Source: an optimization exercise on an open RTL-to-GDS flow (aim: small area, a short achievable clock period and few clock cycles). Production flows keep margins and buffers that such runs may drop. Where RTL was checked, it was by simulation tests only, not by an equivalence proof against the original. No activity file was given, so power comes from the tool's default toggle rates.

==> module cpu, before the edit <==
module cpu(clk, reset, read_data, datapath_out, mem_cmd, mem_addr);
  input clk, reset;
  input [15:0] read_data;
  output [15:0] datapath_out;
  output reg [1:0] mem_cmd;
  output reg [8:0] mem_addr;
  reg [15:0] R [0:7];
  reg [15:0] w1;        
  reg [2:0]  w1b;       
  reg        v1;        
  reg [15:0] ir;
  reg        irv;       
  reg [15:0] A, B;
  reg [8:0]  ma;
  reg        mab;       
  reg        inflight;  
  reg        ldwb;      
  reg [2:0]  ld_rd;
  reg        halted;
  reg [8:0]  pc;        
  wire [2:0] opcode = ir[15:13];
  wire [1:0] op     = ir[12:11];
  wire is_ldr = opcode == 3'b011;
  wire is_str = opcode == 3'b100;
  wire is_hlt = opcode == 3'b111;
  wire exec   = irv & ~ldwb & ~halted & ~(mab & (is_ldr | is_str));
  wire memop  = exec & (is_ldr | is_str);
  wire [15:0] sb = B;
  wire [15:0] sum;
  pfx_add #(16) add16 (.a(A), .b(sb), .s(sum));
  reg [15:0] res;
  reg        wr;
  always_comb begin
    res = 16'b0;
    wr  = 1'b0;
    if (opcode == 3'b110) begin
      if (op == 2'b10) begin
        res = {{8{ir[7]}}, ir[7:0]};
        wr = 1'b1;
      end else if (op == 2'b00) begin
        res = sb;
        wr = 1'b1;
      end
    end else if (opcode == 3'b101) begin
      case (op)
        2'b00: begin res = sum;    wr = 1'b1; end
        2'b10: begin res = A & sb; wr = 1'b1; end
        2'b11: begin res = ~sb;    wr = 1'b1; end
        default: ;
      endcase
    end
  end
  wire [2:0] wnum = (opcode == 3'b110 && op == 2'b10) ? ir[10:8] : ir[7:5];
  wire        wx    = exec & wr;
  wire        we    = ldwb | wx;
  wire [2:0]  waddr = ldwb ? ld_rd : wnum;
  wire [15:0] wdata = ldwb ? read_data : res;
  always_ff @(posedge clk) begin
    if (we) R[waddr] <= wdata;
  end
  wire adv  = ~irv | exec;    
  wire take = ~v1 | adv;      
  wire stall_n;
  wire fetch = ~memop & ~halted & ~stall_n & ~(pc[8] & (inflight | v1 | irv));
  assign datapath_out = B;
  always_comb begin
    if (memop) begin
      mem_cmd  = is_str ? 2'b10 : 2'b01;
      mem_addr = ma;
    end else begin
      mem_cmd  = fetch ? 2'b01 : 2'b00;
      mem_addr = pc;
    end
  end
  wire [2:0] sela = w1[10:8];
  wire [2:0] selb = w1b;
  wire hitxa = wx & (wnum == sela);
  assign stall_n = v1 & inflight & hitxa & (w1[15:13] == 3'b011 || w1[15:13] == 3'b100);
  wire hitxb = wx & (wnum == selb);
  wire hitla = ldwb & (ld_rd == sela);
  wire hitlb = ldwb & (ld_rd == selb);
  wire [7:0] oha = 8'b1 << sela;
  wire [7:0] ohb = 8'b1 << selb;
  reg [15:0] ra, rb;
  integer k;
  always_comb begin
    ra = 16'b0;
    rb = 16'b0;
    for (k = 0; k < 8; k = k + 1) begin
      ra = ra | ({16{oha[k]}} & R[k]);
      rb = rb | ({16{ohb[k]}} & R[k]);
    end
  end
  wire [8:0] ma_r;
  pfx_add #(9) addr_r (.a(ra[8:0]), .b({{4{w1[4]}}, w1[4:0]}), .s(ma_r));
  wire [2:0] irb = (ir[14] | ir[13]) ? ir[2:0] : ir[7:5];
  wire hla = ldwb & (ld_rd == ir[10:8]);
  wire hlb = ldwb & (ld_rd == irb);
  wire [8:0] ma_h;
  pfx_add #(9) addr_h (.a(hla ? read_data[8:0] : A[8:0]), .b({{4{ir[4]}}, ir[4:0]}), .s(ma_h));
  wire [1:0] shd = (w1[15:13] == 3'b100) ? 2'b00 : w1[4:3];
  wire [1:0] shx = (ir[15:13] == 3'b100) ? 2'b00 : ir[4:3];
  always_ff @(posedge clk) begin
    if (adv) begin
      ir  <= w1;
      A   <= hitxa ? res : (hitla ? read_data : ra);
      B   <= hitxb ? shf(res, shd) : (hitlb ? shf(read_data, shd) : shf(rb, shd));
      ma  <= ma_r;
      mab <= hitxa | hitla;
    end else begin
      if (hla) A <= read_data;
      if (hlb) B <= shf(read_data, shx);
      if (hla | mab) ma <= ma_h;
      mab <= 1'b0;
    end
    if (take) begin
      w1  <= read_data;
      w1b <= (read_data[14] | read_data[13]) ? read_data[2:0] : read_data[7:5];
    end
    ld_rd <= wnum;
  end
  always_ff @(posedge clk) begin
    if (reset) begin
      pc       <= 9'd0;
      v1       <= 1'b0;
      irv      <= 1'b0;
      inflight <= 1'b0;
      ldwb     <= 1'b0;
      halted   <= 1'b0;
    end else begin
      if (fetch) pc <= pc + 9'd1;
      inflight <= fetch;
      if (take) v1 <= inflight;
      if (adv) irv <= v1;
      ldwb <= memop & is_ldr;
      if (exec & is_hlt) halted <= 1'b1;
    end
  end
  function automatic [15:0] shf(input [15:0] v, input [1:0] s);
    case (s)
      2'b00:   shf = v;
      2'b01:   shf = {v[14:0], 1'b0};
      2'b10:   shf = {1'b0, v[15:1]};
      default: shf = {v[15], v[15:1]};
    endcase
  endfunction
endmodule
Settings: LEC_CHECK=0, CAP_MARGIN=20, CORE_MARGIN=2, CORE_UTILIZATION=40, SETUP_SLACK_MARGIN=2.5, SLEW_MARGIN=20; clock period 6.0 ns.
run.sh (not shown) runs the stock make flow with config.mk's settings and CLKGATE_MAP_FILE= SYNTH_SCRIPT=/design/flow/synth_recipe.tcl, a recipe that flattens the netlist after the stock synthesis.
The first run completed without violations.
Edit:
--- a/flow/design.v
+++ b/flow/design.v
@@ -16,18 +16,28 @@
   reg        inflight;  
   reg        ldwb;      
   reg [2:0]  ld_rd;
   reg        halted;
   reg [8:0]  pc;        
+  reg [8:0]  pcm;       
   wire [2:0] opcode = ir[15:13];
   wire [1:0] op     = ir[12:11];
+  wire [1:0] sh     = ir[4:3];
   wire is_ldr = opcode == 3'b011;
   wire is_str = opcode == 3'b100;
   wire is_hlt = opcode == 3'b111;
   wire exec   = irv & ~ldwb & ~halted & ~(mab & (is_ldr | is_str));
   wire memop  = exec & (is_ldr | is_str);
-  wire [15:0] sb = B;
+  reg [15:0] sb;
+  always_comb begin
+    case (sh)
+      2'b00: sb = B;
+      2'b01: sb = {B[14:0], 1'b0};
+      2'b10: sb = {1'b0, B[15:1]};
+      default: sb = {B[15], B[15:1]};
+    endcase
+  end
   wire [15:0] sum;
   pfx_add #(16) add16 (.a(A), .b(sb), .s(sum));
   reg [15:0] res;
   reg        wr;
   always_comb begin
@@ -58,26 +68,25 @@
   always_ff @(posedge clk) begin
     if (we) R[waddr] <= wdata;
   end
   wire adv  = ~irv | exec;    
   wire take = ~v1 | adv;      
-  wire stall_n;
-  wire fetch = ~memop & ~halted & ~stall_n & ~(pc[8] & (inflight | v1 | irv));
+  wire refetch = inflight & ~take & ~halted;
+  wire fetch = ~memop & ~halted & ~refetch & ~(pc[8] & (inflight | v1 | irv));
   assign datapath_out = B;
   always_comb begin
     if (memop) begin
       mem_cmd  = is_str ? 2'b10 : 2'b01;
       mem_addr = ma;
     end else begin
-      mem_cmd  = fetch ? 2'b01 : 2'b00;
-      mem_addr = pc;
+      mem_cmd  = (fetch | refetch) ? 2'b01 : 2'b00;
+      mem_addr = refetch ? pcm : pc;
     end
   end
   wire [2:0] sela = w1[10:8];
   wire [2:0] selb = w1b;
   wire hitxa = wx & (wnum == sela);
-  assign stall_n = v1 & inflight & hitxa & (w1[15:13] == 3'b011 || w1[15:13] == 3'b100);
   wire hitxb = wx & (wnum == selb);
   wire hitla = ldwb & (ld_rd == sela);
   wire hitlb = ldwb & (ld_rd == selb);
   wire [7:0] oha = 8'b1 << sela;
   wire [7:0] ohb = 8'b1 << selb;
@@ -96,22 +105,20 @@
   wire [2:0] irb = (ir[14] | ir[13]) ? ir[2:0] : ir[7:5];
   wire hla = ldwb & (ld_rd == ir[10:8]);
   wire hlb = ldwb & (ld_rd == irb);
   wire [8:0] ma_h;
   pfx_add #(9) addr_h (.a(hla ? read_data[8:0] : A[8:0]), .b({{4{ir[4]}}, ir[4:0]}), .s(ma_h));
-  wire [1:0] shd = (w1[15:13] == 3'b100) ? 2'b00 : w1[4:3];
-  wire [1:0] shx = (ir[15:13] == 3'b100) ? 2'b00 : ir[4:3];
   always_ff @(posedge clk) begin
     if (adv) begin
       ir  <= w1;
       A   <= hitxa ? res : (hitla ? read_data : ra);
-      B   <= hitxb ? shf(res, shd) : (hitlb ? shf(read_data, shd) : shf(rb, shd));
+      B   <= hitxb ? res : (hitlb ? read_data : rb);
       ma  <= ma_r;
       mab <= hitxa | hitla;
     end else begin
       if (hla) A <= read_data;
-      if (hlb) B <= shf(read_data, shx);
+      if (hlb) B <= read_data;
       if (hla | mab) ma <= ma_h;
       mab <= 1'b0;
     end
     if (take) begin
       w1  <= read_data;
@@ -126,26 +133,21 @@
       irv      <= 1'b0;
       inflight <= 1'b0;
       ldwb     <= 1'b0;
       halted   <= 1'b0;
     end else begin
-      if (fetch) pc <= pc + 9'd1;
-      inflight <= fetch;
+      if (fetch) begin
+        pc  <= pc + 9'd1;
+        pcm <= pc;
+      end
+      inflight <= fetch | refetch;
       if (take) v1 <= inflight;
       if (adv) irv <= v1;
       ldwb <= memop & is_ldr;
       if (exec & is_hlt) halted <= 1'b1;
     end
   end
-  function automatic [15:0] shf(input [15:0] v, input [1:0] s);
-    case (s)
-      2'b00:   shf = v;
-      2'b01:   shf = {v[14:0], 1'b0};
-      2'b10:   shf = {1'b0, v[15:1]};
-      default: shf = {v[15], v[15:1]};
-    endcase
-  endfunction
 endmodule
 module pfx_add #(parameter W = 16) (a, b, s);
   input  [W-1:0] a, b;
   output [W-1:0] s;
   parameter L = 4;  
The new run produced a clean layout.
Setup slack gains 0.30 ns.
Routed wire length goes down by 17%.
Non-clock buffer count goes down by 1.
Fmax goes up by about 9%.
Clock skew goes down by 0.0070 ns.
Combinational power goes down by 19%.
Power goes down by about 2.3%.
Core utilization goes up by 1.3 points.
Global-route usage goes down by 2.1 points.
Register-to-register slack gains 0.03 ns.
Hold slack loses 0.012 ns.
Design area goes down by about 6%.
Die area goes down by 8.7%.
Testbench counts after the change, summed over its fixed seeds: cycles 9,896.
The RTL of the first run of this note was laid out without a check of its function.

-- re-timing with driven ports --
In the flow no input, the clock included, has a driving cell. The finished layouts below were timed again as built, in two steps.
Step 1, drivers: a clkbuf_16 drives clk and a buf_2 each remaining input, both assumed.
Step 2 adds t to the input delays and takes it off the output delays; t is the mean of the earliest and latest rising clock arrival at the registers after step 1. Input paths then give back, and output paths get back, about the clock's delay inside the block.
Slacks: ideal ports / drivers / drivers and shift; pairs: ideal ports / drivers.
run	t, ns	setup WS [ns]	worst register clock-pin slew, ns	worst slew at a driven data input, ns	cell pins on the clock port's net
the first run	0.587	2.239 / 2.191 / 2.106	0.07 / 0.07	0.04	1
the second run	0.587	2.536 / 2.483 / 2.036	0.06 / 0.06	0.04	1
After both steps every run listed still meets setup and hold. The setup slack of the second run, which loses most, moves by -0.053 ns with the drivers and by -0.500 ns with both steps.
